Source: an optimization exercise on an open RTL-to-GDS flow (aim: small area). Production flows keep margins and buffers that such runs may drop. RTL that was checked went through simulation tests only; none was proved equivalent to the original. No functional check of the RTL was part of run 1. Power is estimated from default activity; no workload was simulated.

==> flow/design.v <==
module uart_rx #(parameter CLK_FREQ = 50000000, parameter BAUD_RATE = 9600)(
    input  wire       clk, rst_n, rx,
    output reg  [7:0] data,
    output wire       done
);
    localparam integer CLKS_PER_BIT = CLK_FREQ / BAUD_RATE;
    localparam integer HALF_BIT = CLKS_PER_BIT / 2;
    reg       rx_sync, rx_reg;
    reg [3:0] state;
    reg [5:0] cnt;
    wire last = (cnt == CLKS_PER_BIT-1);
    assign done = (state == 15) && last;
    always @(posedge clk) begin
        rx_sync <= rx;
        rx_reg  <= rx_sync;
    end
    always @(posedge clk) begin
        if (state >= 7 && state <= 14 && last) data <= {rx_reg, data[7:1]};
    end
    always @(posedge clk or negedge rst_n) begin
        if (!rst_n) state <= 0;
        else if (state == 0) begin
            if (!rx_reg) state <= 6;
        end else if (last) begin
            if (state == 6 && rx_reg) state <= 0;
            else state <= state + 1;
        end
    end
    always @(posedge clk) begin
        if (state == 0) cnt <= CLKS_PER_BIT-1 - HALF_BIT;
        else if (last) cnt <= 0;
        else cnt <= cnt + 1;
    end
endmodule
module uart_tx #(parameter CLK_FREQ = 50000000, parameter BAUD_RATE = 9600)(
    input  wire       clk, rst_n,
    output wire       tx,
    input  wire [7:0] data,
    input  wire       start,
    output wire       idle
);
    localparam integer CLKS_PER_BIT = CLK_FREQ / BAUD_RATE;
    reg [3:0] state;
    reg [5:0] cnt;
    wire last = (cnt == CLKS_PER_BIT-1);
    assign idle = (state == 0);
    assign tx = state[3] ? data[state[2:0]] : (state != 7);
    always @(posedge clk or negedge rst_n) begin
        if (!rst_n) state <= 0;
        else if (start) state <= 6;
        else if (state != 0 && last) state <= state + 1;
    end
    always @(posedge clk) begin
        if (start) cnt <= 6'h3f;
        else if (last) cnt <= 0;
        else cnt <= cnt + 1;
    end
endmodule
module uart_caesar_decoder (
    input  wire       clk,         
    input  wire       rst_n,       
    input  wire       uart_rx,     
    output wire       uart_tx,     
    output wire [3:0] leds         
);
    parameter CLK_FREQ  = 50000000;  
    parameter BAUD_RATE = 1000000;
    wire [7:0] rx_data;
    wire       rx_done;
    wire       tx_idle;
    reg  [7:0] tx_data;
    wire       issue;
    uart_rx #(.CLK_FREQ(CLK_FREQ), .BAUD_RATE(BAUD_RATE)) uart_receiver (
        .clk(clk), .rst_n(rst_n), .rx(uart_rx), .data(rx_data), .done(rx_done));
    uart_tx #(.CLK_FREQ(CLK_FREQ), .BAUD_RATE(BAUD_RATE)) uart_transmitter (
        .clk(clk), .rst_n(rst_n), .tx(uart_tx), .data(tx_data), .start(issue), .idle(tx_idle));
    localparam S_WAIT_SHIFT = 0;
    localparam S_WAIT_MSG   = 1;
    localparam S_DECODE     = 2;
    localparam S_SEND       = 3;
    reg  [1:0] state;
    reg        avail;         
    reg  [7:0] shift;
    reg  [6:0] msg_len;
    reg  [6:0] index;
    reg        overflow_flag;
    reg        active;        
    reg [21:0] blink;
    always @(posedge clk or negedge rst_n)
        if (!rst_n) blink <= 22'h3fffff;
        else        blink <= blink + 1;
    assign leds = active ? (4'b0001 << blink[21:20]) : 4'b0000;
    reg  [511:0] ring;
    wire         slot = (blink[5:0] == index[5:0]);
    wire [4:0] low   = rx_data[4:0];
    wire       alpha = (rx_data[7:6] == 2'b01) && (low != 0) && (low <= 26);
    wire [7:0] dec   = alpha ? (rx_data - shift + ((low <= shift) ? 8'd26 : 8'd0)) : rx_data;
    wire is_digit = (rx_data >= "0" && rx_data <= "9");
    wire newline  = (rx_data == 8'h0A);
    wire write = (state == S_WAIT_MSG) && avail && !newline && !index[6] && slot;
    wire take  = ((state == S_WAIT_SHIFT) && avail) ||
                 ((state == S_WAIT_MSG) && avail && (newline || index[6] || slot));
    assign issue = (state == S_SEND) && tx_idle;
    always @(posedge clk)
        ring <= {ring[503:0], write ? dec : ring[511:504]};
    always @(posedge clk or negedge rst_n) begin
        if (!rst_n) begin
            state  <= S_WAIT_SHIFT;
            avail  <= 0;
            active <= 0;
        end else begin
            active <= (state != S_WAIT_SHIFT);
            if (take) avail <= 0;
            else if (rx_done) avail <= 1;
            case (state)
                S_WAIT_SHIFT: if (avail) state <= S_WAIT_MSG;
                S_WAIT_MSG:   if (avail && newline) state <= S_DECODE;
                S_DECODE:     if (overflow_flag || index == msg_len) state <= S_SEND;
                S_SEND:       if (tx_idle && (overflow_flag ? index != 0 : index == msg_len))
                                  state <= S_WAIT_SHIFT;
            endcase
        end
    end
    always @(posedge clk) begin
        if (rx_done && (state == S_DECODE || state == S_SEND || (state == S_WAIT_SHIFT && !avail)))
            shift <= is_digit ? {4'd0, rx_data[3:0]} : rx_data;
        case (state)
            S_WAIT_SHIFT: begin
                index <= 0;
                overflow_flag <= 0;
            end
            S_WAIT_MSG: begin
                if (avail) begin
                    if (newline) begin
                        msg_len <= index;
                        index <= 0;
                    end
                    else if (index[6]) overflow_flag <= 1;
                    else if (slot) index <= index + 1;
                end
            end
            S_DECODE: begin
                if (overflow_flag || index == msg_len) index <= 0;
                else index <= index + 1;
            end
            S_SEND: begin
                if (tx_idle) begin
                    if (overflow_flag) index <= 1;
                    else if (index != msg_len) index <= index + 1;
                end
            end
        endcase
        if (issue) begin
            if (overflow_flag) tx_data <= (index == 0) ? "!" : 8'h0A;
            else if (index == msg_len) tx_data <= 8'h0A;
        end else if (state == S_SEND && !overflow_flag && index != 0 && slot)
            tx_data <= ring[7:0];
    end
endmodule
==> flow/flow/run.sh <==
#!/bin/bash
# Own layout flow: the standard synthesis, then the combinational logic is
# re-mapped with a stronger ABC script (every register instance is kept as
# it is), then the standard layout with custom clock-tree options.
set -euo pipefail
W=$(pwd)
F=$W/flow
R=$W/orfs/results/$FLOW_PLATFORM/uart_caesar_decoder/base
PLAT=$FLOW_HOME/platforms/$FLOW_PLATFORM
LIB=$PLAT/lib/sky130_fd_sc_hd__tt_025C_1v80.lib

# 1. standard synthesis
bash standard.sh synth > $W/log_1_synth.log 2>&1

# 2. re-map the combinational logic; flip-flops stay as they are
cp $R/1_2_yosys.v $W/std_1_2_yosys.v
DU=$(sed -n '/DONT_USE_CELLS/,/^$/p' $PLAT/config.mk | grep -o 'sky130_fd_sc_hd__[a-z0-9_]*' | sed 's/^/-dont_use /' | tr '\n' ' ')
yosys -l $W/log_2_resyn.log -p "
read_liberty -ignore_miss_func $LIB
blackbox sky130_fd_sc_hd__df* sky130_fd_sc_hd__edf* sky130_fd_sc_hd__sdf* sky130_fd_sc_hd__dl*
read_verilog $W/std_1_2_yosys.v
hierarchy -top $FLOW_TOP
flatten
opt -purge
abc -liberty $LIB $DU -script $F/resyn.abc
opt_clean -purge
hilomap -singleton -hicell sky130_fd_sc_hd__conb_1 HI -locell sky130_fd_sc_hd__conb_1 LO
opt_clean -purge
tee -o $W/resyn_stat.txt stat -liberty $LIB
write_verilog -noattr -nohex -nodec $W/resyn_1_2_yosys.v
" > /dev/null
cp $W/resyn_1_2_yosys.v $R/1_2_yosys.v
rm -f $R/1_synth.odb $R/1_synth.sdc

# 3. layout
export CTS_ARGS="-sink_clustering_enable -repair_clock_nets -sink_clustering_size 30 -sink_clustering_max_diameter 100 -dont_use_dummy_load"
if [[ -f $F/cts_args ]]; then export CTS_ARGS="$(cat $F/cts_args)"; fi
if [[ -f $F/extra_env ]]; then set -a; source $F/extra_env; set +a; fi
bash standard.sh finish > $W/log_3_layout.log 2>&1
==> flow/flow/cts_args <==
-sink_clustering_enable -repair_clock_nets -sink_clustering_size 22 -sink_clustering_max_diameter 60 -dont_use_dummy_load -buf_list sky130_fd_sc_hd__clkbuf_8
==> flow/flow/extra_env <==
BUFFER_PORTS_ARGS="-buffer_cell sky130_fd_sc_hd__buf_1"
==> flow/flow/resyn.abc <==
strash
dc2
dch -f
amap -m
topo
==> flow/standard.sh <==
#!/bin/bash
# synth_recipe.tcl (not shown) runs the flow's synth.tcl, then flattens the netlist and writes it again
# the make line also repeats each setting of config.mk as NAME=value (left out here)
make -C /OpenROAD-flow-scripts/flow DESIGN_CONFIG=/design/flow/config.mk WORK_HOME=/design/flow/orfs CLKGATE_MAP_FILE= SYNTH_SCRIPT=/design/flow/synth_recipe.tcl "${@:-finish}"
==> flow/config.mk <==
export PLATFORM = sky130hd
export DESIGN_NAME = uart_caesar_decoder
export DESIGN_NICKNAME = uart_caesar_decoder
export VERILOG_FILES = /design/flow/design.v
export SDC_FILE = /design/flow/constraint.sdc
export NUM_CORES = 8
export LEC_CHECK = 0
export CAP_MARGIN = 30
export CORE_MARGIN = 2
export CORE_UTILIZATION = 30
export SLEW_MARGIN = 20
==> flow/constraint.sdc <==
create_clock -name core_clock -period 20.0 [get_ports {clk}]
set_input_delay 4.0000 -clock core_clock [delete_from_list [all_inputs] [get_ports {clk}]]
set_output_delay 4.0000 -clock core_clock [all_outputs]
set_load 0.01 [all_outputs]
==> summary.txt, run 1 <==
Setup path:
- Data on the critical path arrives at its endpoint at roughly 2.1 ns.
- The cell repeated most along the worst path is sky130_fd_sc_hd__nor2_1.
- The signal on the critical path passes through clkinv_1, nor2_1, a22o_1, a221oi_1, a22oi_1, nor2_1, a31oi_1, buf_1.
- The sort of element at the start of the critical path is a flip-flop.
- At the worst endpoint, the required time is ~16 ns.
- Among all stages on the critical path, the largest delay is contributed by sky130_fd_sc_hd__dfrtp_1.
- Counting cells, the worst reg-to-reg path comes to 22.
- The critical path is of the flip-flop to output pin type.
- The maximum fanout encountered on the critical timing path is 6.
- The capturing element type of the critical path is an output pin.
- The biggest cell delay along the critical path is approximately 0.45 ns.

Floorplanning:
- From left edge to right edge, the die measures 224 um.
- The die is 224 um tall.
- The initial standard-cell utilization of the core is 30.5%.
- The floorplan has 80 rows.
- The region available for standard cell placement spans 0.0477 mm2.
- 8 I/O pins were placed.
- The floorplan step defined a die boundary enclosing around 0.05 mm2.

Flow run:
- The max-cap check violation count is 0.

Routing:
- The total vias in the final route is about 6600.
- The detailed router used layers up to and including met4.
- The final routed DRC violation total is 0.
- The routed length on met2 is ~7.1 mm.
- The routed design has 17.6 mm of wire.
- After the first detailed-routing iteration, the DRC count stood at 357.
- The pre-antenna-repair detailed-routing pass consisted of 4 iterations.
- In the final routed layout, each cell accounts on average for 10.6 um.
- The detailed route wirelength on metal3 is 855 um.
- The routed metal-1 wire length is 9.26 mm.
- Using the TritonRoute via totals, the vias-per-cell ratio works out to between 3 and 4.
- The count of nets left with antenna violations once routing finished came out at 0.

Logic synthesis:
- The netlist area before placement is approximately 0.015 mm2.
- The mean instance size in the synthesized netlist is ~15 um2.
- The yosys synthesis warning count is 3.
- The net count after synthesis is roughly 1000.
- The gate count after technology mapping is 1001.

Clock tree:
- The deepest clock path buffer count is 3.
- After clock tree synthesis, the clock-pin slew on the worst setup and hold paths is around 0.12 ns.
- After clock tree synthesis, the repair step resized 0 gates.
- The buffers inserted during post-CTS setup optimization is 0.
- The root buffer cell is sky130_fd_sc_hd__clkbuf_8.
- For the worst-skew pair, the clock arrives at the later sink with an insertion delay of around 0.56 ns.
- TritonCTS built the clock tree.
- TritonCTS created 35 clock buffers.
- The count of clock tree sinks is roughly 600.
- The quantity of hold-fixing buffers added after cts is 0.
- CTS built an H-tree with a depth of 2.

Timing:
- The count of final max-slew check failures is 0.
- Setup repair after global routing left no endpoint under its margin.
- The worst clock skew is roughly 0.088 ns.
- After layout, the minimum clock period comes to approximately 6 ns.
- The final-report hold violation count is 0.
- The post-route setup TNS is 0 ns.
- The headroom to the max-slew limit is around 38%.
- The highest clock rate is 163 MHz.
- The post-route clock period utilization is between 30% and 40%.
- The slew at the pin closest to its max-slew limit is 0.922 ns.
- The total setup violations reported at the end of the flow is 0.

GRT:
- Global routing used approximately 7% of the available tracks.
- The first global-routing pass estimated 29.9 mm of wire.
- The number of antenna violations at the first check in global routing is 0.
- The via count of the first global-routing pass is 6259.
- After global routing the overflow that remains totals 0.
- Entering global routing, the biggest net connects 35 pins.

Pwr:
- The leakage dissipation is 6.05 nW.
- The total power density per cell area is between 100 and 150 mW/mm2.
- Across the VDD grid, the largest voltage drop is approximately 0.080 mV.

Place:
- Summed over all nets, the half-perimeter wirelength after detailed placement is 10.6 mm.
- The placed instance count is ~1600.
- The final weighted congestion in routability-driven placement is 0.798.
- Buffers placed on the I/O ports in this run total 7.

Cells and area:
- The register with the most flip-flops in the layout has 512 of them.
- The number of diodes added for antenna fixing is 0.
- The final-stage net count is approximately 1100.
- The footprint of the multi-input gates is between 0.0015 and 0.002 mm2.
- After filler insertion, the fill cell instance count of the layout stands at about 4600.
- The area of all sequential standard cells is 0.0126 mm2.
- The post-route non-filler standard cell count is 1663.
- Ranked by flip-flop count, first place goes to ring.
- In the final layout, the registers with the most flip-flops are ring (512), blink (22).
- The area growth from synthesis to layout is 9.22%.
- The share of layout cells above drive strength 1 is 6.11%.

Hold path:
- The type of the most critical hold path is flip-flop to flip-flop.
- The depth of the worst hold-timing path is 0.

Outcome:
- The flow ran to the end and the layout has no timing, DRC or antenna violations.
==> metal layers <==
metal	up-vias	GRT usage [%]
met3	40	1.77
met2	89	10.2
met5	-	0
met4	0	2.80
li1	3352	-
met1	3072	10.5
==> power breakdown <==
| part | total [mW] | switching, mW | internal [mW] |
|---|---|---|---|
| Combinational | 0.0450 | 0.0276 | 0.0174 |
| Sequential | 1.23 | 0.0107 | 1.22 |
| Clock | 0.472 | 0.313 | 0.159 |
| Total | 1.75 | 0.351 | 1.40 |
==> worst max-delay path: cells and delay by family (launching register included) <==
kind	cells	cell delay, ns
flops	1	0.45
buf+inv	2	0.33
simple gates	2	0.20
compound gates	4	0.60
==> cell type report <==
type	instances	area share [%]
tap	615	4.85
sequential	599	79.2
inverter	69	1.63
clock buffer	35	3.03
multi-input combinational	333	10.7
timing repair buffer	12	0.520
==> metrics by stage <==
stage | instance area [um2] | hold slack (ns) | utilization [%] | total power [mW] | setup slack [ns]
after floorplan | 14500 | 0.310 | - | 1.29 | 14.75
after global placement | 15400 | 0.310 | 32.2 | 1.30 | 14.43
after detailed placement | 15400 | 0.312 | 32.2 | 1.30 | 14.48
after CTS | 15900 | 0.243 | 33.2 | 1.77 | 13.85
after global routing | 15900 | 0.237 | 33.3 | 1.83 | 13.65
final | 15900 | 0.249 | 33.3 | 1.75 | 13.88
==> cells in the final DEF (no fill, tap or decap), types with 8 or more instances in the layout <==
cell / n
sky130_fd_sc_hd__a21oi_1: 23
sky130_fd_sc_hd__and3_1: 15
sky130_fd_sc_hd__clkbuf_8: 35
sky130_fd_sc_hd__clkinv_1: 69
sky130_fd_sc_hd__dfrtp_1: 12
sky130_fd_sc_hd__dfstp_2: 22
sky130_fd_sc_hd__dfxtp_1: 526
sky130_fd_sc_hd__edfxtp_1: 39
sky130_fd_sc_hd__nand2_1: 31
sky130_fd_sc_hd__nor2_1: 115
sky130_fd_sc_hd__nor2b_1: 11
sky130_fd_sc_hd__nor3_1: 21
sky130_fd_sc_hd__o21a_1: 12
sky130_fd_sc_hd__o21ai_0: 35
sky130_fd_sc_hd__o22ai_1: 8
==> worst paths after layout <==
path                                            from                         to  slack [ns]
max                        uart_transmitter.state[1]                    uart_tx       13.88
min                                        ring[391]                  ring[399]        0.25
max reg2reg                    uart_receiver.data[1]                    ring[7]       15.98
min reg2reg                                ring[391]                  ring[399]        0.25
max in group asynchronous                      rst_n                  blink[12]       16.06
min in group asynchronous                      rst_n  uart_transmitter.state[3]        3.37
==> inputs of run 2 (changes only) <==
--- a/flow/design.v
+++ b/flow/design.v
@@ -9,5 +9,14 @@
     reg [3:0] state;
     reg [5:0] cnt;
-    wire last = (cnt == CLKS_PER_BIT-1);
+    function [5:0] lfsr_at(input integer k);
+        integer i;
+        begin
+            lfsr_at = 6'd1;
+            for (i = 0; i < k; i = i + 1) lfsr_at = {lfsr_at[4:0], lfsr_at[5] ^ lfsr_at[4]};
+        end
+    endfunction
+    localparam [5:0] LAST  = lfsr_at(CLKS_PER_BIT-1);
+    localparam [5:0] START = lfsr_at(CLKS_PER_BIT-1 - HALF_BIT);
+    wire last = (cnt == LAST);
     assign done = (state == 15) && last;
     always @(posedge clk) begin
@@ -28,7 +37,7 @@
     end
     always @(posedge clk) begin
-        if (state == 0) cnt <= CLKS_PER_BIT-1 - HALF_BIT;
-        else if (last) cnt <= 0;
-        else cnt <= cnt + 1;
+        if (state == 0) cnt <= START;
+        else if (last) cnt <= 6'd1;
+        else cnt <= {cnt[4:0], cnt[5] ^ cnt[4]};
     end
 endmodule
@@ -43,5 +52,14 @@
     reg [3:0] state;
     reg [5:0] cnt;
-    wire last = (cnt == CLKS_PER_BIT-1);
+    function [5:0] lfsr_at(input integer k);
+        integer i;
+        begin
+            lfsr_at = 6'd1;
+            for (i = 0; i < k; i = i + 1) lfsr_at = {lfsr_at[4:0], lfsr_at[5] ^ lfsr_at[4]};
+        end
+    endfunction
+    localparam [5:0] LAST = lfsr_at(CLKS_PER_BIT-1);
+    localparam [5:0] WAIT = lfsr_at(62);    
+    wire last = (cnt == LAST);
     assign idle = (state == 0);
     assign tx = state[3] ? data[state[2:0]] : (state != 7);
@@ -52,7 +70,7 @@
     end
     always @(posedge clk) begin
-        if (start) cnt <= 6'h3f;
-        else if (last) cnt <= 0;
-        else cnt <= cnt + 1;
+        if (start) cnt <= WAIT;
+        else if (last) cnt <= 6'd1;
+        else cnt <= {cnt[4:0], cnt[5] ^ cnt[4]};
     end
 endmodule
removed: flow/flow/extra_env
==> summary.txt, run 2 <==
Outcome:
- The run finished with no timing, DRC or antenna violations.

Clock tree:
- The quantity of hold-fixing buffers added after cts is 0 (unchanged).
- The buffers inserted during post-CTS setup optimization came to 0 (unchanged).
- The clock tree from TritonCTS is built.
- The number of buffers inserted during clock tree synthesis came to 35 (unchanged).
- The count of clock tree sinks is 599 (unchanged).
- The clock transition at the registers of the reported paths is 0.11 ns (about the same).
- The cell sitting at the root of the clock tree is a sky130_fd_sc_hd__clkbuf_8.
- The insertion delay of the later-clocked pin in the worst-skew pair is 0.57 ns (about the same).
- The deepest clock path buffer count was 3 (unchanged).
- The total number of H-tree levels is 2 (unchanged).
- The post-CTS resize count is 0 (unchanged).

Pwr:
- The maximum ir drop on the vdd rail is 0.0396 mV (-51%).
- The total power density per cell area is 112 mW/mm2 (+2.2%).
- The leakage dissipation is 5.97 nW (-1.3%).
- The power consumption came to 1.76 mW (+1.0%).

Place:
- The number of port buffers came to 7 (unchanged).
- The final weighted congestion in routability-driven placement is 0.787 (-1.3%).
- The placed instance count is 1590 (-2.3%).
- The cell area reported after detailed placement came to 0.0152 mm2 (-0.99%).
- The setup slack after placement is 13.89 ns (-0.583 ns).
- The HPWL reported at the end of detailed placement was 10.3 mm (-2.6%).

Timing:
- The worst setup margin is 13.40 ns (-0.480 ns).
- The headroom to the max-slew limit is 43.6% (+5.6 points).
- The highest clock rate is 151 MHz (-7.3%).
- Setup repair after global routing left no endpoint under its margin.
- The count of final max-slew check failures is 0 (unchanged).
- The total setup violations reported at the end of the flow came to 0 (unchanged).
- The worst hold margin is 0.259 ns (+0.0107 ns).
- The final-report hold violation count is 0 (unchanged).
- The shortest clock period the worst path allows after layout is 6.60 ns (+0.480 ns).
- The worst clock skew is 0.0580 ns (-0.0297 ns).
- The slew at the pin closest to its max-slew limit came to 0.846 ns (-0.0764 ns).
- The post-route setup TNS is 0 ns (unchanged).
- The post-route clock period utilization is 33.0% (+2.4 points).

Routing:
- The routed metal-1 wire length is 9.19 mm (-0.78%).
- The average wire per cell in the routed design is 10.7 um (+0.84%).
- The detailed route wirelength on metal3 is 694 um (-19%).
- The number of nets with antenna violations after detailed routing is 0 (unchanged).
- The final routed DRC violation total is 0 (unchanged).
- The number of design-rule violations left by the first detailed-router iteration came to 348 (-2.5%).
- The routed length on met2 was 6.93 mm (-2.4%).
- Routed signal wires occupy layers up through met4.
- The length of the first detailed-routing pass in iterations is 5 (+1).
- The routed wire length is 17.4 mm (-1.5%).
- The total vias in the final route came to 6324 (-3.5%).
- The via density per instance was 3.89 (-1.2%).

Setup path:
- The data required time at the worst endpoint was 16.00 ns (about the same).
- The maximum fanout encountered on the critical timing path came to 9 (+3).
- The signal arrival time at the worst endpoint came to 2.60 ns (+0.48 ns).
- The register-to-register setup slack is 16.53 ns (+0.55 ns).
- The worst setup path is captured at an output pin.
- The sort of element at the start of the critical path is a flip-flop.
- The kind of critical path is flip-flop to output pin.

GRT:
- The wire length of the first global-routing pass is 29.4 mm (-1.7%).
- The overall overflow remaining after global route is 0 (unchanged).
- The global-route usage over all layers was 7.13% (-0.047 points).
- The number of antenna violations at the first check in global routing is 0 (unchanged).
- The via count of the first global-routing pass is 6165 (-1.5%).
- The pin count of the biggest net entering global routing came to 35 (unchanged).

Cells and area:
- The share of layout cells above drive strength 1 is 6.04% (-0.067 points).
- The largest registers in the layout are ring (512), blink (22).
- The area growth from synthesis to layout is 9.35%.
- The summed area of non-filler cells in the final layout was 0.0157 mm2 (-1.1%).
- The utilization after layout was 33.1% (-0.17 points).
- The number of diodes added for antenna fixing is 0 (unchanged).
- In the layout the commonest cells are 526 x sky130_fd_sc_hd__dfxtp_1, 114 x sky130_fd_sc_hd__nor2_1, 49 x sky130_fd_sc_hd__clkinv_1, 39 x sky130_fd_sc_hd__edfxtp_1, 35 x sky130_fd_sc_hd__clkbuf_8.
- The post-route non-filler standard cell count is 1625 (-2.3%).
- The final-stage net count came to 1015 (-3.6%).
- The leading cell type in the layout, fill and taps excluded is sky130_fd_sc_hd__dfxtp_1.
- The number of flip-flops under the largest register name is 512 (unchanged).
- More flip-flops sit in one register than any other, and that register is ring.

Floorplanning:
- The number of primary I/O pins was 8 (unchanged).
- The core area is 0.0474 mm2 (-0.63%).
- The die footprint is 0.0496 mm2 (-1.2%).
- The initial standard-cell utilization of the core came to 30.3% (-0.19 points).
- The vertical die dimension is 223 um (-0.62%).
- The width of the chip came to 223 um (-0.62%).
- The number of placement rows is 80 (unchanged).

Logic synthesis:
- The yosys synthesis warning count is 3 (unchanged).
- The mean instance size in the synthesized netlist came to 14.9 um2 (+2.5%).
- The netlist area before placement is 0.0144 mm2 (-1.3%).
- The gate count after technology mapping was 964 (-3.7%).
- The net count after synthesis is 967 (-3.7%).

Hold path:
- In this run the worst hold path is classified as flip-flop to flip-flop.

Flow run:
- The max-cap check violation count is 0 (unchanged).
## run 2: area by class of cell
cell class	instances	area, um2
fill	4640	31700
sequential	599	12600
multi-input combinational	316	1590
tap	615	769
clock buffer	35	482
inverter	49	184
timing repair buffer	11	91.3
## run 2: worst paths after layout
path / cells after the start / to / startpoint
min in group asynchronous: 1 / uart_receiver.state[0] / rst_n
worst min-delay path: 0 / ring[302] / ring[294]
max in group asynchronous: 1 / uart_transmitter.state[2] / rst_n
worst max register to register: 11 / ring[1] / index[0]
worst max-delay path: 6 / uart_tx / uart_transmitter.state[0]
worst min register to register: 0 / ring[302] / ring[294]
## run 2: layer usage
metal / up-vias / track usage [%]
met4: 0 / 3.16
met2: 72 / 10.1
li1: 3214 / -
met5: - / 0
met3: 46 / 1.75
met1: 2992 / 10.2
## run 2: worst max-delay path, cell delays in order, from the launching register on
cell	delay (ns)
sky130_fd_sc_hd__dfrtp_1	0.52
sky130_fd_sc_hd__clkinv_1	0.15
sky130_fd_sc_hd__nor2_1	0.14
sky130_fd_sc_hd__a32o_1	0.15
sky130_fd_sc_hd__a2111oi_0	0.07
sky130_fd_sc_hd__o31ai_1	0.41
sky130_fd_sc_hd__clkdlybuf4s50_1	0.62
## run 2: power by group
part	internal (mW)	total, mW	switching, mW
sequential	1.22	1.24	0.0122
combinational	0.0199	0.0558	0.0358
clock	0.159	0.474	0.314
total	1.40	1.76	0.362
==> inputs of run 3 (changes only) <==
==> flow/flow/extra_env (new file) <==
BUFFER_PORTS_ARGS="-buffer_cell sky130_fd_sc_hd__buf_1"
==> summary.txt, run 3 <==
Outcome:
- The run finished with no timing, DRC or antenna violations.

Cells and area:
- The number of flip-flops under the largest register name was 512 (unchanged).
- The share of layout cells above drive strength 1 is 6.14% (+0.11 points).
- Ranked by flip-flop count, first place goes to ring.
- Leaving out fill and tap cells, the most frequent cells in the layout are 526 x sky130_fd_sc_hd__dfxtp_1, 114 x sky130_fd_sc_hd__nor2_1, 49 x sky130_fd_sc_hd__clkinv_1, 39 x sky130_fd_sc_hd__edfxtp_1, 35 x sky130_fd_sc_hd__clkbuf_8.
- The final-stage net count was 1014 (-0.099%).
- Leaving out fill and tap cells, the most frequent cell in the layout is sky130_fd_sc_hd__dfxtp_1.
- The number of diodes added for antenna fixing came to 0 (unchanged).
- The area growth from synthesis to layout is 9.17%.
- The largest registers in the layout are ring (512), blink (22).
- The utilization after layout is 33.0% (-0.055 points).
- The post-route non-filler standard cell count is 1624 (-0.062%).

Floorplanning:
- The vertical die dimension is 223 um (unchanged).
- The initial standard-cell utilization of the core is 30.3% (unchanged).
- The core area is 0.0474 mm2 (unchanged).
- The die footprint is 0.0496 mm2 (unchanged).
- The number of placement rows is 80 (unchanged).
- The number of primary I/O pins is 8 (unchanged).
- The width of the chip was 223 um (unchanged).

Routing:
- The total vias in the final route was 6358 (+0.54%).
- The number of design-rule violations left by the first detailed-router iteration is 388 (+11%).
- The length of the first detailed-routing pass in iterations is 5 (unchanged).
- The via density per instance is 3.92 (+0.60%).
- The final routed DRC violation total is 0 (unchanged).
- The routed wire length is 17.2 mm (-0.81%).
- The number of nets with antenna violations after detailed routing is 0 (unchanged).
- The average wire per cell in the routed design is 10.6 um (-0.74%).

Logic synthesis:
- The netlist area before placement is 0.0144 mm2 (unchanged).
- The mean instance size in the synthesized netlist is 14.9 um2 (unchanged).
- The gate count after technology mapping is 964 (unchanged).
- The net count after synthesis was 967 (unchanged).
- The yosys synthesis warning count was 3 (unchanged).

Clock tree:
- The quantity of hold-fixing buffers added after cts is 0 (unchanged).
- The count of clock tree sinks is 599 (unchanged).
- TritonCTS built the clock tree.
- The number of buffers inserted during clock tree synthesis came to 35 (unchanged).
- The total number of H-tree levels is 2 (unchanged).
- The buffers inserted during post-CTS setup optimization is 0 (unchanged).
- The post-CTS resize count is 0 (unchanged).
- The root buffer cell chosen for the clock tree is sky130_fd_sc_hd__clkbuf_8.
- The insertion delay of the later-clocked pin in the worst-skew pair is 0.57 ns (about the same).
- The clock transition at the registers of the reported paths is 0.11 ns (about the same).
- The deepest clock path buffer count came to 3 (unchanged).

Timing:
- The post-route setup TNS is 0 ns (unchanged).
- The slew at the pin closest to its max-slew limit is 0.875 ns (+0.0290 ns).
- The worst clock skew is 0.0531 ns (-0.00484 ns).
- Setup repair after global routing left no endpoint under its margin.
- The headroom to the max-slew limit is 41.2% (-2.4 points).
- The total setup violations reported at the end of the flow is 0 (unchanged).
- The highest clock rate came to 160 MHz (+5.9%).
- The shortest clock period the worst path allows after layout is 6.23 ns (-0.371 ns).
- The count of final max-slew check failures is 0 (unchanged).
- The post-route clock period utilization is 31.2% (-1.9 points).
- The final-report hold violation count is 0 (unchanged).

GRT:
- The wire length of the first global-routing pass is 28.9 mm (-1.8%).
- The global-route usage over all layers is 6.99% (-0.14 points).
- The overall overflow remaining after global route came to 0 (unchanged).
- The via count of the first global-routing pass was 6078 (-1.4%).
- The pin count of the biggest net entering global routing came to 35 (unchanged).
- The number of antenna violations at the first check in global routing is 0 (unchanged).

Place:
- The HPWL reported at the end of detailed placement is 10.2 mm (-0.88%).
- The placed instance count is 1588 (-0.13%).
- The number of port buffers was 7 (unchanged).
- The final weighted congestion in routability-driven placement is 0.757 (-3.8%).

Pwr:
- The total power density per cell area came to 113 mW/mm2 (+0.17%).
- The leakage dissipation was 5.96 nW (-0.20%).
- The power consumption is 1.76 mW (about the same).
- The maximum ir drop on the vdd rail is 0.0417 mV (+5.5%).

Setup path:
- The origin of the worst setup path is uart_transmitter.state[0].
- Among cell families on the critical path, the largest total delay comes from compound AO/OA/AOI/OAI gates.
- The critical path goes through clkinv_1, and3_1, a2111oi_0, o31ai_1, buf_1.
- The signal arrival time at the worst endpoint came to 2.23 ns (-0.37 ns).
- In this run the critical register-to-register path is launched from blink[0].
- The biggest cell delay along the critical path was 0.50 ns (-0.12 ns).
- The sort of element at the start of the critical path is a flip-flop.
- The critical path's slowest cell is sky130_fd_sc_hd__dfrtp_1.
- The maximum fanout encountered on the critical timing path is 9 (unchanged).
- The worst setup path is captured at an output pin.
- The number of buffers and inverters on the critical path is 2 (unchanged).
- The data required time at the worst endpoint is 16.00 ns (about the same).
- The kind of critical path is flip-flop to output pin.

Hold path:
- The startpoint of the tightest hold check path is ring[260].
- The type of the most critical hold path is flip-flop to flip-flop.

Flow run:
- The max-cap check violation count was 0 (unchanged).
[run 3: area by class of cell]
| type | count | area [um2] |
|---|---|---|
| Timing Repair Buffer | 10 | 60.1 |
| Clock buffer | 35 | 482 |
| Sequential cell | 599 | 12600 |
| Fill cell | 4635 | 31800 |
| Multi-Input combinational cell | 316 | 1600 |
| Tap cell | 615 | 769 |
| Inverter | 49 | 184 |
[run 3: path summary, 6_finish.rpt]
kind	endpoint	slack, ns	cells past startpoint
worst max-delay path	uart_tx	13.77	5
worst min-delay path	ring[268]	0.30	0
min in group asynchronous	uart_transmitter.state[2]	3.30	1
worst max register to register	ring[1]	16.63	11
worst min register to register	ring[268]	0.30	0
max in group asynchronous	blink[2]	16.20	2
[run 3: where the power goes]
part	internal (mW)	switching (mW)	total [mW]
Sequential	1.22	0.0122	1.23
Clock	0.160	0.315	0.474
Combinational	0.0199	0.0351	0.0550
Total	1.40	0.362	1.76
[run 3: layer usage]
metal | vias to the layer above | part of all wire (%) | global-route usage [%]
met1 | 3002 | 51 | 9.80
met4 | 0 | 3.0 | 3.23
met3 | 40 | 5.4 | 1.97
met2 | 101 | 40 | 9.95
met5 | - | 0 | 0
li1 | 3215 | - | -
[run 3: through the flow]
stage / cell area (um2) / hold slack (ns) / setup slack (ns)
floorplan: 14400 / 0.310 / 14.75
global placement: 15200 / 0.310 / 14.34
detailed placement: 15200 / 0.312 / 14.33
CTS: 15700 / 0.285 / 13.73
global route: 15700 / 0.295 / 13.51
finish: 15700 / 0.301 / 13.77
==> inputs of run 4 (changes only) <==
--- a/flow/config.mk
+++ b/flow/config.mk
@@ -6,6 +6,6 @@
 export NUM_CORES = 8
 export LEC_CHECK = 0
-export CAP_MARGIN = 30
+export CAP_MARGIN = 0
 export CORE_MARGIN = 2
 export CORE_UTILIZATION = 30
-export SLEW_MARGIN = 20
+export SLEW_MARGIN = 0
==> summary.txt, run 4 <==
Outcome:
- The run finished with no timing, DRC or antenna violations.

Clock tree:
- The clock transition at the registers of the reported paths is 0.11 ns (about the same).
- The total number of H-tree levels is 2 (unchanged).
- The count of clock tree sinks came to 599 (unchanged).
- The quantity of hold-fixing buffers added after cts came to 0 (unchanged).
- The buffers inserted during post-CTS setup optimization is 0 (unchanged).
- The deepest clock path buffer count came to 3 (unchanged).
- The number of buffers inserted during clock tree synthesis is 35 (unchanged).
- The insertion delay of the later-clocked pin in the worst-skew pair is 0.57 ns (about the same).
- The cell sitting at the root of the clock tree is a sky130_fd_sc_hd__clkbuf_8.
- TritonCTS built the clock tree.
- The post-CTS resize count is 0 (unchanged).

Place:
- The placed instance count is 1587 (-0.063%).
- The setup slack after placement is 14.32 ns (-0.0109 ns).
- The HPWL reported at the end of detailed placement is 10.1 mm (-0.69%).
- The number of port buffers came to 7 (unchanged).
- The final weighted congestion in routability-driven placement came to 0.757 (unchanged).

Setup path:
- The number of buffers and inverters on the critical path is 2 (unchanged).
- The cell family contributing the most delay on the critical path is compound AO/OA/AOI/OAI gates.
- STA classifies the critical path endpoint as an output pin.
- The signal on the critical path passes through clkinv_1, nor2_1, a32o_1, a2111oi_0, o31ai_1, buf_1.
- The biggest cell delay along the critical path came to 0.47 ns (-0.03 ns).
- The worst setup path is of the flip-flop to output pin kind.
- The maximum fanout encountered on the critical timing path is 9 (unchanged).
- The data required time at the worst endpoint is 16.00 ns (about the same).
- The largest individual stage delay along the critical path comes from the cell sky130_fd_sc_hd__dfrtp_1.
- The worst setup path is launched from a flip-flop.
- The signal arrival time at the worst endpoint is 2.24 ns (about the same).

Logic synthesis:
- The mean instance size in the synthesized netlist is 14.9 um2 (unchanged).
- The yosys synthesis warning count came to 3 (unchanged).
- The net count after synthesis came to 967 (unchanged).
- The netlist area before placement came to 0.0144 mm2 (unchanged).
- The gate count after technology mapping is 964 (unchanged).

GRT:
- The overall overflow remaining after global route is 0 (unchanged).
- The global-route usage over all layers is 7.01% (+0.023 points).
- The number of antenna violations at the first check in global routing is 1 (+1).
- The pin count of the biggest net entering global routing is 35 (unchanged).
- The wire length of the first global-routing pass is 29.0 mm (+0.50%).
- The via count of the first global-routing pass is 6087 (+0.15%).

Floorplanning:
- The number of primary I/O pins came to 8 (unchanged).
- The initial standard-cell utilization of the core is 30.3% (unchanged).
- The width of the chip came to 223 um (unchanged).
- The die footprint is 0.0496 mm2 (unchanged).
- The number of placement rows is 80 (unchanged).
- The vertical die dimension is 223 um (unchanged).
- The core area is 0.0474 mm2 (unchanged).

Hold path:
- The type of the most critical hold path is flip-flop to flip-flop.

Cells and area:
- Ranked by flip-flop count, first place goes to ring.
- From synthesis to final layout, the design area changed by 8.99%.
- The number of flip-flops under the largest register name is 512 (unchanged).
- The library cell used most frequently in the layout, excluding fill and tap cells, is sky130_fd_sc_hd__dfxtp_1.
- The number of diodes added for antenna fixing is 0 (unchanged).
- The share of layout cells above drive strength 1 is 5.95% (-0.19 points).
- The final-stage net count is 1013 (-0.099%).
- In the layout the commonest cells are 526 x sky130_fd_sc_hd__dfxtp_1, 114 x sky130_fd_sc_hd__nor2_1, 49 x sky130_fd_sc_hd__clkinv_1, 39 x sky130_fd_sc_hd__edfxtp_1, 35 x sky130_fd_sc_hd__clkbuf_8.
- The largest registers in the layout are ring (512), blink (22).
- The post-route non-filler standard cell count is 1623 (-0.062%).

Routing:
- The via density per instance is 3.93 (+0.49%).
- The routed wire length is 17.0 mm (-1.1%).
- The length of the first detailed-routing pass in iterations was 5 (unchanged).
- The average wire per cell in the routed design is 10.5 um (-1.1%).
- The total vias in the final route is 6385 (+0.42%).
- The number of design-rule violations left by the first detailed-router iteration is 369 (-4.9%).
- The number of nets with antenna violations after detailed routing is 0 (unchanged).
- The final routed DRC violation total is 0 (unchanged).

Timing:
- The post-route clock period utilization is 31.2% (+0.035 points).
- The count of final max-slew check failures was 0 (unchanged).
- The post-route setup TNS came to 0 ns (unchanged).
- The headroom to the max-slew limit was 28.7% (-13 points).
- The slew at the pin closest to its max-slew limit was 1.06 ns (+0.184 ns).
- The shortest clock period the worst path allows after layout is 6.24 ns (+0.00700 ns).
- Setup repair after global routing left no endpoint under its margin.
- The worst clock skew came to 0.0536 ns (+0.000462 ns).
- The final-report hold violation count is 0 (unchanged).
- The total setup violations reported at the end of the flow was 0 (unchanged).
- The highest clock rate is 160 MHz (-0.11%).
- The worst hold margin came to 0.275 ns (-0.0262 ns).
- The worst setup margin is 13.76 ns (-0.00700 ns).

Pwr:
- The total power density per cell area is 113 mW/mm2 (about the same).
- The leakage dissipation is 5.95 nW (-0.14%).
- The maximum ir drop on the vdd rail is 0.0419 mV (+0.36%).

Flow run:
- The max-cap check violation count was 0 (unchanged).
## run 4: changes by cell type in the layout (fill, tap and decap cells not counted)
cell                       change
sky130_fd_sc_hd__a211oi_2      -1
sky130_fd_sc_hd__a211oi_1      +1
sky130_fd_sc_hd__buf_12        -1
## run 4: report_power, final
part / total, mW / internal, mW / switching (mW) / leakage, nW
clock: 0.473 / 0.159 / 0.313 / 0.252
sequential: 1.24 / 1.22 / 0.0124 / 5.01
combinational: 0.0540 / 0.0193 / 0.0347 / 0.687
## run 4: stage by stage
step	instance area, um2	util (%)	total power [mW]
after floorplan	14400	-	1.30
after global placement	15200	32.0	1.31
after detailed placement	15200	32.0	1.32
after CTS	15600	33.0	1.79
after global routing	15600	33.0	1.84
final	15600	33.0	1.76
## run 4: final cells by class
cell class	instances	area, um2
fill	4608	31800
sequential	599	12600
multi-input combinational	316	1590
tap	615	769
clock buffer	35	482
inverter	49	184
timing repair buffer	9	40.0
## run 4: worst paths after layout
check	end	slack (ns)	startpoint	cells past startpoint
setup / recovery	uart_tx	13.76	uart_transmitter.state[0]	6
hold / removal	ring[45]	0.27	ring[37]	0
setup reg to reg	ring[1]	16.58	index[0]	11
hold reg to reg	ring[45]	0.27	ring[37]	0
max in group asynchronous	avail	15.84	rst_n	1
min in group asynchronous	uart_receiver.state[2]	3.56	rst_n	1
## run 4: routing by layer
metal	GRT usage, %	vias up	part of all wire (%)
li1	-	3224	-
met1	9.80	3007	51
met2	9.94	105	40
met3	1.97	47	5.0
met4	3.40	2	3.5
met5	0	-	0.076
==> inputs of run 5 (changes only) <==
--- a/flow/config.mk
+++ b/flow/config.mk
@@ -8,4 +8,5 @@
 export CAP_MARGIN = 0
 export CORE_MARGIN = 2
-export CORE_UTILIZATION = 30
+export CORE_UTILIZATION = 70
+export PLACE_DENSITY = 0.85
 export SLEW_MARGIN = 0
==> summary.txt, run 5 <==
Floorplanning:
- The number of placement rows is 52 (-35%).
- The number of primary I/O pins came to 8 (unchanged).
- The vertical die dimension came to 147 um (-34%).
- The core area is 0.0202 mm2 (-57%).
- The die footprint is 0.0217 mm2 (-56%).
- The initial standard-cell utilization of the core came to 71.2% (+41 points).
- The width of the chip was 147 um (-34%).

Timing:
- The worst clock skew is 0.0770 ns (+0.0234 ns).
- The slew at the pin closest to its max-slew limit is 1.11 ns (+0.0490 ns).
- Setup repair after global routing left no endpoint under its margin.
- The headroom to the max-slew limit is 25.7% (-3.0 points).
- The final-report hold violation count is 0 (unchanged).
- The post-route setup TNS came to 0 ns (unchanged).
- The shortest clock period the worst path allows after layout is 6.29 ns (+0.0570 ns).
- The total setup violations reported at the end of the flow was 0 (unchanged).
- The highest clock rate was 159 MHz (-0.91%).
- The post-route clock period utilization is 31.5% (+0.29 points).
- The count of final max-slew check failures is 0 (unchanged).

GRT:
- The overall overflow remaining after global route is 0 (unchanged).
- The global-route usage over all layers is 17.6% (+11 points).
- The wire length of the first global-routing pass is 30.5 mm (+5.2%).
- The via count of the first global-routing pass is 6328 (+4.0%).
- The pin count of the biggest net entering global routing is 35 (unchanged).
- The number of antenna violations at the first check in global routing was 0 (-1).

Cells and area:
- The count of fill cells added during filler insertion is 1196 (-74%).
- In the final layout, the registers with the most flip-flops are ring (512), blink (22).
- The number of diodes added for antenna fixing is 0 (unchanged).
- Relative to the synthesized area, the layout overhead comes to 5.86%.
- In the layout the commonest cells are 526 x sky130_fd_sc_hd__dfxtp_1, 114 x sky130_fd_sc_hd__nor2_1, 49 x sky130_fd_sc_hd__clkinv_1, 39 x sky130_fd_sc_hd__edfxtp_1, 34 x sky130_fd_sc_hd__clkbuf_8.
- The final-stage net count is 1011 (-0.20%).
- ring holds more flip-flops than any other register.
- The number of flip-flops under the largest register name is 512 (unchanged).
- The share of layout cells above drive strength 1 is 5.77% (-0.19 points).
- The leading cell type in the layout, fill and taps excluded is sky130_fd_sc_hd__dfxtp_1.
- The post-route non-filler standard cell count is 1276 (-21%).

Setup path:
- The worst setup path is launched from a flip-flop.
- The maximum fanout encountered on the critical timing path is 9 (unchanged).
- The kind of critical path is flip-flop to output pin.
- The data required time at the worst endpoint is 16.00 ns (about the same).
- The worst setup path is captured at an output pin.
- The signal arrival time at the worst endpoint is 2.29 ns (+0.05 ns).

Clock tree:
- The count of clock tree sinks was 599 (unchanged).
- The insertion delay of the later-clocked pin in the worst-skew pair is 0.55 ns (-0.02 ns).
- The clock tree from TritonCTS is built.
- The post-CTS resize count came to 0 (unchanged).
- The clock transition at the registers of the reported paths came to 0.12 ns (about the same).
- The deepest clock path buffer count is 3 (unchanged).
- The total number of H-tree levels is 2 (unchanged).
- The buffers inserted during post-CTS setup optimization is 0 (unchanged).
- The quantity of hold-fixing buffers added after cts is 0 (unchanged).
- The number of buffers inserted during clock tree synthesis is 34 (-2.9%).
- The root buffer cell is sky130_fd_sc_hd__clkbuf_8.

Logic synthesis:
- The gate count after technology mapping is 964 (unchanged).
- The net count after synthesis is 967 (unchanged).
- The mean instance size in the synthesized netlist was 14.9 um2 (unchanged).
- The netlist area before placement is 0.0144 mm2 (unchanged).
- The yosys synthesis warning count is 3 (unchanged).

Routing:
- The number of nets with antenna violations after detailed routing came to 0 (unchanged).
- The total vias in the final route is 6366 (-0.30%).
- The average wire per cell in the routed design is 14.6 um (+39%).
- The via density per instance was 4.99 (+27%).
- The final routed DRC violation total came to 0 (unchanged).
- The number of design-rule violations left by the first detailed-router iteration is 411 (+11%).
- The length of the first detailed-routing pass in iterations came to 7 (+2).
- The routed wire length is 18.6 mm (+8.9%).

Pwr:
- The power consumption is 1.76 mW (-0.25%).
- The maximum ir drop on the vdd rail is 0.0957 mV (+130%).
- The total power density per cell area is 116 mW/mm2 (+2.7%).
- The leakage dissipation is 5.94 nW (-0.23%).

Outcome:
- The run finished with no timing, DRC or antenna violations.

Place:
- The final weighted congestion in routability-driven placement was 0.900 (+19%).
- The number of port buffers came to 7 (unchanged).
- The placed instance count was 1242 (-22%).
- The HPWL reported at the end of detailed placement is 11.7 mm (+16%).

Hold path:
- The type of the most critical hold path is flip-flop to flip-flop.

Flow run:
- The max-cap check violation count is 0 (unchanged).
[run 5: layout make-up]
class                           count  area [um2]  area share [%]
Tap cell                          270         338            2.22
Sequential cell                   599       12600            82.8
Multi-Input combinational cell    316        1590            10.5
Inverter                           49         184            1.21
Timing Repair Buffer                8        35.0           0.231
Clock buffer                       34         468            3.08
[run 5: final timing paths]
check	start	end	slack, ns	depth (start not counted)
worst max-delay path	uart_transmitter.state[0]	uart_tx	13.71	5
worst min register to register	ring[182]	ring[190]	0.25	0
min in group asynchronous	rst_n	active	3.52	1
worst min-delay path	ring[182]	ring[190]	0.25	0
worst max register to register	index[0]	ring[1]	16.10	10
max in group asynchronous	rst_n	uart_receiver.state[0]	15.94	1
[run 5: where the power goes]
group	internal [mW]	switching [mW]
sequential	1.22	0.0125
clock	0.155	0.309
combinational	0.0197	0.0383
[run 5: critical path, stage by stage, from the launching register on]
cell                        delay [ns]
sky130_fd_sc_hd__dfrtp_1          0.51
sky130_fd_sc_hd__clkinv_1         0.17
sky130_fd_sc_hd__and3_1           0.19
sky130_fd_sc_hd__a2111oi_0        0.51
sky130_fd_sc_hd__o31ai_1          0.21
sky130_fd_sc_hd__buf_1            0.16
[run 5: layer usage]
layer | routed length, um | track usage, % | vias up | part of all wire, %
met4 | 486 | 6.01 | 0 | 2.6
met5 | 0 | 0 | - | 0
met2 | 8300 | 27.4 | 134 | 45
met1 | 8790 | 25.4 | 2981 | 47
li1 | - | - | 3209 | -
met3 | 991 | 3.42 | 42 | 5.3
[run 5: through the flow]
stage                     setup WS [ns]  util [%]  area [um2]  hold slack [ns]
after floorplan                   14.75         -       14400            0.310
after global placement            14.54      73.0       14700            0.310
after detailed placement          14.30      73.0       14700            0.312
after CTS                         13.69      75.3       15200            0.255
after global routing              13.58      75.3       15200            0.259
final                             13.71      75.3       15200            0.253
==> inputs of run 6 (changes only) <==
--- a/flow/config.mk
+++ b/flow/config.mk
@@ -8,5 +8,5 @@
 export CAP_MARGIN = 0
 export CORE_MARGIN = 2
-export CORE_UTILIZATION = 70
-export PLACE_DENSITY = 0.85
+export CORE_UTILIZATION = 50
+export PLACE_DENSITY = 0.75
 export SLEW_MARGIN = 0
==> summary.txt, run 6 <==
Outcome:
- The run finished with no timing, DRC or antenna violations.

Timing:
- The count of final max-slew check failures is 0 (unchanged).
- The highest clock rate is 164 MHz (+3.1%).
- The slew at the pin closest to its max-slew limit is 1.16 ns (+0.0548 ns).
- The worst clock skew is 0.0821 ns (+0.00514 ns).
- The shortest clock period the worst path allows after layout was 6.10 ns (-0.192 ns).
- The total setup violations reported at the end of the flow is 0 (unchanged).
- The headroom to the max-slew limit was 20.5% (-5.2 points).
- Setup repair after global routing left no endpoint under its margin.
- The post-route setup TNS came to 0 ns (unchanged).
- The post-route clock period utilization is 30.5% (-0.96 points).
- The final-report hold violation count is 0 (unchanged).
- The worst hold margin is 0.293 ns (+0.0402 ns).

Cells and area:
- The final-stage net count was 1010 (-0.099%).
- The number of diodes added for antenna fixing is 0 (unchanged).
- The share of layout cells above drive strength 1 is 5.67% (-0.094 points).
- The area growth from synthesis to layout is 6.80%.
- In the final layout, the registers with the most flip-flops are ring (512), blink (22).
- The register ranked first by flip-flop count is ring.
- The library cells used most frequently in the layout, excluding fill and tap cells, are 526 x sky130_fd_sc_hd__dfxtp_1, 114 x sky130_fd_sc_hd__nor2_1, 49 x sky130_fd_sc_hd__clkinv_1, 39 x sky130_fd_sc_hd__edfxtp_1, 34 x sky130_fd_sc_hd__clkbuf_8.
- The library cell used most frequently in the layout, excluding fill and tap cells, is sky130_fd_sc_hd__dfxtp_1.
- The number of flip-flops under the largest register name came to 512 (unchanged).

GRT:
- The via count of the first global-routing pass was 5962 (-5.8%).
- The global-route usage over all layers is 11.6% (-6.1 points).
- The wire length of the first global-routing pass came to 28.6 mm (-6.4%).
- The number of antenna violations at the first check in global routing is 1 (+1).
- The pin count of the biggest net entering global routing is 35 (unchanged).
- The overall overflow remaining after global route is 0 (unchanged).

Logic synthesis:
- The yosys synthesis warning count is 3 (unchanged).
- The netlist area before placement is 0.0144 mm2 (unchanged).
- The gate count after technology mapping is 964 (unchanged).
- The mean instance size in the synthesized netlist is 14.9 um2 (unchanged).
- The net count after synthesis was 967 (unchanged).

Clock tree:
- The total number of H-tree levels is 2 (unchanged).
- The number of buffers inserted during clock tree synthesis is 34 (unchanged).
- The cell sitting at the root of the clock tree is a sky130_fd_sc_hd__clkbuf_8.
- The buffers inserted during post-CTS setup optimization is 0 (unchanged).
- TritonCTS built the clock tree.
- The insertion delay of the later-clocked pin in the worst-skew pair is 0.57 ns (+0.02 ns).
- The clock transition at the registers of the reported paths is 0.11 ns (about the same).
- The quantity of hold-fixing buffers added after cts came to 0 (unchanged).
- The deepest clock path buffer count was 3 (unchanged).
- The count of clock tree sinks was 599 (unchanged).
- The post-CTS resize count came to 0 (unchanged).

Setup path:
- The signal arrival time at the worst endpoint was 2.10 ns (-0.19 ns).
- The data required time at the worst endpoint is 16.00 ns (about the same).
- The capturing element type of the critical path is an output pin.
- The register-to-register setup slack is 15.84 ns (-0.26 ns).
- The kind of critical path is flip-flop to output pin.
- The maximum fanout encountered on the critical timing path is 9 (unchanged).
- The sort of element at the start of the critical path is a flip-flop.

Hold path:
- The path class of the tightest hold or removal check is flip-flop to flip-flop.

Floorplanning:
- The number of placement rows was 62 (+19%).
- The number of primary I/O pins was 8 (unchanged).
- The core area is 0.0285 mm2 (+41%).
- The die footprint is 0.0301 mm2 (+39%).
- The vertical die dimension is 173 um (+18%).
- The initial standard-cell utilization of the core was 50.4% (-21 points).
- The width of the chip is 173 um (+18%).

Routing:
- The number of nets with antenna violations after detailed routing is 0 (unchanged).
- The average wire per cell in the routed design is 12.1 um (-16%).
- The final routed DRC violation total is 0 (unchanged).
- The total vias in the final route is 6248 (-1.9%).
- The routed wire length is 16.9 mm (-9.1%).
- The length of the first detailed-routing pass in iterations is 6 (-1).
- The number of design-rule violations left by the first detailed-router iteration is 473 (+15%).
- The via density per instance is 4.50 (-9.8%).

Pwr:
- The leakage dissipation is 5.93 nW (about the same).
- The total power density per cell area was 115 mW/mm2 (-0.92%).
- The maximum ir drop on the vdd rail is 0.0718 mV (-25%).

Place:
- The final weighted congestion in routability-driven placement was 0.816 (-9.3%).
- The HPWL reported at the end of detailed placement is 10.0 mm (-15%).
- The number of port buffers is 7 (unchanged).

Flow run:
- The max-cap check violation count is 0 (unchanged).
## run 6: changes by cell type in the layout (fill, tap and decap cells not counted), sizes merged
cell / before / now
buf: 7 / 6
## run 6: worst paths after layout
| path | from | endpoint | cells after the start |
|---|---|---|---|
| setup / recovery | uart_transmitter.state[0] | uart_tx | 6 |
| hold / removal | ring[452] | ring[460] | 0 |
| setup reg to reg | index[0] | ring[1] | 10 |
| hold reg to reg | ring[452] | ring[460] | 0 |
| max in group asynchronous | rst_n | active | 1 |
| min in group asynchronous | rst_n | uart_receiver.state[0] | 1 |
## run 6: metrics by stage
stage | power, mW | setup WS, ns | utilization, % | cell area, um2 | cells
4_1_cts | 1.78 | 13.87 | 53.9 | 15300 | 1389
6_report | 1.76 | 13.90 | 53.9 | 15300 | 1389
5_1_grt | 1.83 | 13.65 | 53.9 | 15300 | 1389
3_5_place_dp | 1.32 | 14.51 | 52.2 | 14900 | 1355
2_1_floorplan | 1.30 | 14.75 | - | 14400 | 964
3_3_place_gp | 1.31 | 14.53 | 52.2 | 14900 | 1355
## run 6: where the power goes
part | leakage, nW | switching, mW | internal [mW]
Sequential | 5.01 | 0.0122 | 1.22
Combinational | 0.676 | 0.0350 | 0.0193
Clock | 0.244 | 0.312 | 0.155
## run 6: layer usage
| metal | track usage (%) | part of all wire [%] | vias up |
|---|---|---|---|
| met4 | 4.38 | 2.3 | 0 |
| met5 | 0 | 0 | - |
| met2 | 16.1 | 39 | 122 |
| met3 | 2.52 | 4.8 | 37 |
| li1 | - | - | 3213 |
| met1 | 17.7 | 54 | 2876 |
## run 6: worst max-delay path, cell delays in order (launching register included)
cell                        delay, ns
sky130_fd_sc_hd__dfrtp_1         0.49
sky130_fd_sc_hd__clkinv_1        0.15
sky130_fd_sc_hd__nor2_1          0.16
sky130_fd_sc_hd__a32o_1          0.15
sky130_fd_sc_hd__a2111oi_0       0.06
sky130_fd_sc_hd__o31ai_1         0.33
sky130_fd_sc_hd__buf_1           0.20
## run 6: cell type report
| class | count | area [um2] |
|---|---|---|
| tap | 384 | 480 |
| inverter | 49 | 184 |
| sequential | 599 | 12600 |
| timing repair buffer | 7 | 27.5 |
| clock buffer | 34 | 468 |
| fill | 2293 | 13100 |
| multi-input combinational | 316 | 1590 |
==> inputs of run 7 (changes only) <==
--- a/flow/config.mk
+++ b/flow/config.mk
@@ -6,7 +6,7 @@
 export NUM_CORES = 8
 export LEC_CHECK = 0
-export CAP_MARGIN = 0
+export CAP_MARGIN = 30
 export CORE_MARGIN = 2
 export CORE_UTILIZATION = 50
 export PLACE_DENSITY = 0.75
-export SLEW_MARGIN = 0
+export SLEW_MARGIN = 20
==> summary.txt, run 7 <==
Clock tree:
- The clock transition at the registers of the reported paths came to 0.11 ns (about the same).
- The number of buffers inserted during clock tree synthesis came to 34 (unchanged).
- TritonCTS built the clock tree.
- The post-CTS resize count is 0 (unchanged).
- The count of clock tree sinks came to 599 (unchanged).
- The total number of H-tree levels was 2 (unchanged).
- The deepest clock path buffer count was 3 (unchanged).
- The quantity of hold-fixing buffers added after cts is 0 (unchanged).
- The insertion delay of the later-clocked pin in the worst-skew pair is 0.56 ns (about the same).
- The tree is rooted in a sky130_fd_sc_hd__clkbuf_8.
- The buffers inserted during post-CTS setup optimization was 0 (unchanged).

Cells and area:
- ring holds more flip-flops than any other register.
- The share of layout cells above drive strength 1 is 5.95% (+0.28 points).
- The largest registers in the layout are ring (512), blink (22).
- The final-stage net count is 1013 (+0.30%).
- The top cell types in the final layout, fill and taps aside, are 526 x sky130_fd_sc_hd__dfxtp_1, 114 x sky130_fd_sc_hd__nor2_1, 49 x sky130_fd_sc_hd__clkinv_1, 39 x sky130_fd_sc_hd__edfxtp_1, 34 x sky130_fd_sc_hd__clkbuf_8.
- The leading cell type in the layout, fill and taps excluded is sky130_fd_sc_hd__dfxtp_1.
- The area growth from synthesis to layout is 6.91%.
- The number of flip-flops under the largest register name came to 512 (unchanged).
- The number of diodes added for antenna fixing came to 0 (unchanged).
- The count of fill cells added during filler insertion came to 2331 (+1.7%).

Timing:
- The highest clock rate is 162 MHz (-0.84%).
- Setup repair after global routing left no endpoint under its margin.
- The headroom to the max-slew limit came to 39.3% (+19 points).
- The slew at the pin closest to its max-slew limit came to 0.907 ns (-0.255 ns).
- The worst clock skew was 0.0520 ns (-0.0301 ns).
- The final-report hold violation count came to 0 (unchanged).
- The post-route setup TNS came to 0 ns (unchanged).
- The total setup violations reported at the end of the flow is 0 (unchanged).
- The post-route clock period utilization came to 30.8% (+0.26 points).
- The count of final max-slew check failures is 0 (unchanged).
- The shortest clock period the worst path allows after layout is 6.15 ns (+0.0518 ns).

Routing:
- The via density per instance was 4.49 (about the same).
- The final routed DRC violation total came to 0 (unchanged).
- The number of nets with antenna violations after detailed routing was 0 (unchanged).
- The number of design-rule violations left by the first detailed-router iteration is 384 (-19%).
- The total vias in the final route is 6256 (+0.13%).
- The length of the first detailed-routing pass in iterations was 5 (-1).
- The average wire per cell in the routed design is 12.2 um (+0.32%).
- The routed wire length is 17.0 mm (+0.53%).

Logic synthesis:
- The gate count after technology mapping was 964 (unchanged).
- The netlist area before placement is 0.0144 mm2 (unchanged).
- The net count after synthesis was 967 (unchanged).
- The yosys synthesis warning count is 3 (unchanged).
- The mean instance size in the synthesized netlist is 14.9 um2 (unchanged).

Setup path:
- The signal arrival time at the worst endpoint is 2.15 ns (+0.05 ns).
- The kind of critical path is flip-flop to output pin.
- The sort of element at the start of the critical path is a flip-flop.
- The maximum fanout encountered on the critical timing path is 9 (unchanged).
- The data required time at the worst endpoint is 16.00 ns (about the same).
- The capturing element type of the critical path is an output pin.

Place:
- The HPWL reported at the end of detailed placement is 10.1 mm (+1.1%).
- The final weighted congestion in routability-driven placement was 0.816 (unchanged).
- The number of port buffers was 7 (unchanged).

Outcome:
- The run finished with no timing, DRC or antenna violations.

Floorplanning:
- The number of primary I/O pins is 8 (unchanged).
- The width of the chip is 173 um (unchanged).
- The initial standard-cell utilization of the core is 50.4% (unchanged).
- The core area is 0.0285 mm2 (unchanged).
- The number of placement rows is 62 (unchanged).
- The die footprint is 0.0301 mm2 (unchanged).
- The vertical die dimension came to 173 um (unchanged).

Pwr:
- The power consumption came to 1.76 mW (about the same).
- The total power density per cell area was 114 mW/mm2 (about the same).
- The leakage dissipation came to 5.95 nW (+0.24%).
- The maximum ir drop on the vdd rail is 0.0732 mV (+1.9%).

GRT:
- The overall overflow remaining after global route is 0 (unchanged).
- The pin count of the biggest net entering global routing came to 35 (unchanged).
- The wire length of the first global-routing pass is 28.7 mm (+0.53%).
- The via count of the first global-routing pass is 6073 (+1.9%).
- The global-route usage over all layers is 11.6% (+0.068 points).
- The number of antenna violations at the first check in global routing is 0 (-1).

Flow run:
- The max-cap check violation count is 0 (unchanged).

Hold path:
- The type of the most critical hold path is flip-flop to flip-flop.
-- run 7: changes by cell type in the layout (fill, tap and decap cells not counted) --
cell	before	now
sky130_fd_sc_hd__buf_2	0	3
sky130_fd_sc_hd__a2111oi_0	3	2
sky130_fd_sc_hd__a2111oi_1	0	1
-- run 7: routing by layer --
metal  vias up  GRT usage [%]  wire [um]
li1       3224              -          -
met3        40           2.65        840
met5         -              0          0
met4         0           4.98        464
met1      2893           17.5       9130
met2        99           16.1       6530
-- run 7: layout make-up --
| type | count | area, um2 | area share [%] |
|---|---|---|---|
| clock buffer | 34 | 468 | 3.05 |
| inverter | 49 | 184 | 1.20 |
| multi-input combinational | 316 | 1590 | 10.4 |
| sequential | 599 | 12600 | 82.0 |
| tap | 384 | 480 | 3.13 |
| timing repair buffer | 10 | 42.5 | 0.277 |
-- run 7: path summary, 6_finish.rpt --
kind | from | to | slack (ns) | depth (start not counted)
worst max-delay path | uart_transmitter.state[0] | uart_tx | 13.85 | 6
worst max register to register | index[0] | ring[1] | 16.23 | 10
max in group asynchronous | rst_n | avail | 15.94 | 1
worst min-delay path | ring[452] | ring[460] | 0.29 | 0
worst min register to register | ring[452] | ring[460] | 0.29 | 0
min in group asynchronous | rst_n | uart_receiver.state[0] | 3.53 | 1
-- run 7: power by group --
part	total [mW]	internal (mW)	switching [mW]	leakage, nW
combinational	0.0545	0.0195	0.0350	0.690
clock	0.468	0.155	0.312	0.244
sequential	1.23	1.22	0.0120	5.01
-- run 7: critical path, stage by stage (launching register included) --
cell	delay, ns
sky130_fd_sc_hd__dfrtp_1	0.49
sky130_fd_sc_hd__clkinv_1	0.15
sky130_fd_sc_hd__nor2_1	0.16
sky130_fd_sc_hd__a32o_1	0.16
sky130_fd_sc_hd__a2111oi_0	0.06
sky130_fd_sc_hd__o31ai_1	0.38
sky130_fd_sc_hd__buf_1	0.19
-- run 7: through the flow --
| step | hold WS, ns | instances | cell area (um2) | util (%) | setup WS, ns |
|---|---|---|---|---|---|
| global route | 0.282 | 1392 | 15300 | 53.9 | 13.66 |
| detailed placement | 0.312 | 1358 | 14900 | 52.3 | 14.47 |
| CTS | 0.287 | 1392 | 15300 | 53.9 | 13.81 |
| floorplan | 0.310 | 964 | 14400 | - | 14.75 |
| global placement | 0.309 | 1355 | 14900 | 52.2 | 14.53 |
| finish | 0.286 | 1392 | 15300 | 53.9 | 13.85 |

==> static timing again, ports no longer ideal <==
Ports are ideal in the flow. The routed layouts listed here were re-timed in OpenROAD.
Step 1 sets driving cells, clkbuf_16 on the clock port and buf_2 on the other inputs (assumed; they add their load-dependent delay and slew).
Step 2 also shifts input and output timing later by t, the mid clock arrival at the registers, as if the neighbouring blocks saw the same clock.
a / b / c = ideal ports / drivers / drivers and shift; a / b = the first two.
run | t, ns | setup WS [ns] | worst setup path at the end | worst data-port slew with drivers (ns) | pins driven straight from the clock port
run 1 | 0.566 | 13.879 / 13.833 / 14.398 | register to output | 0.03 | 1
run 2 | 0.590 | 13.399 / 13.353 / 13.943 | register to output | 0.03 | 1
run 3 | 0.588 | 13.769 / 13.721 / 14.309 | register to output | 0.04 | 1
run 4 | 0.589 | 13.762 / 13.716 / 14.305 | register to output | 0.04 | 1
run 5 | 0.552 | 13.705 / 13.665 / 14.217 | register to output | 0.03 | 1
run 6 | 0.572 | 13.897 / 13.855 / 14.426 | register to output | 0.03 | 1
run 7 | 0.578 | 13.845 / 13.798 / 14.376 | register to output | 0.03 | 1
After both steps setup and hold are still met in every run listed.
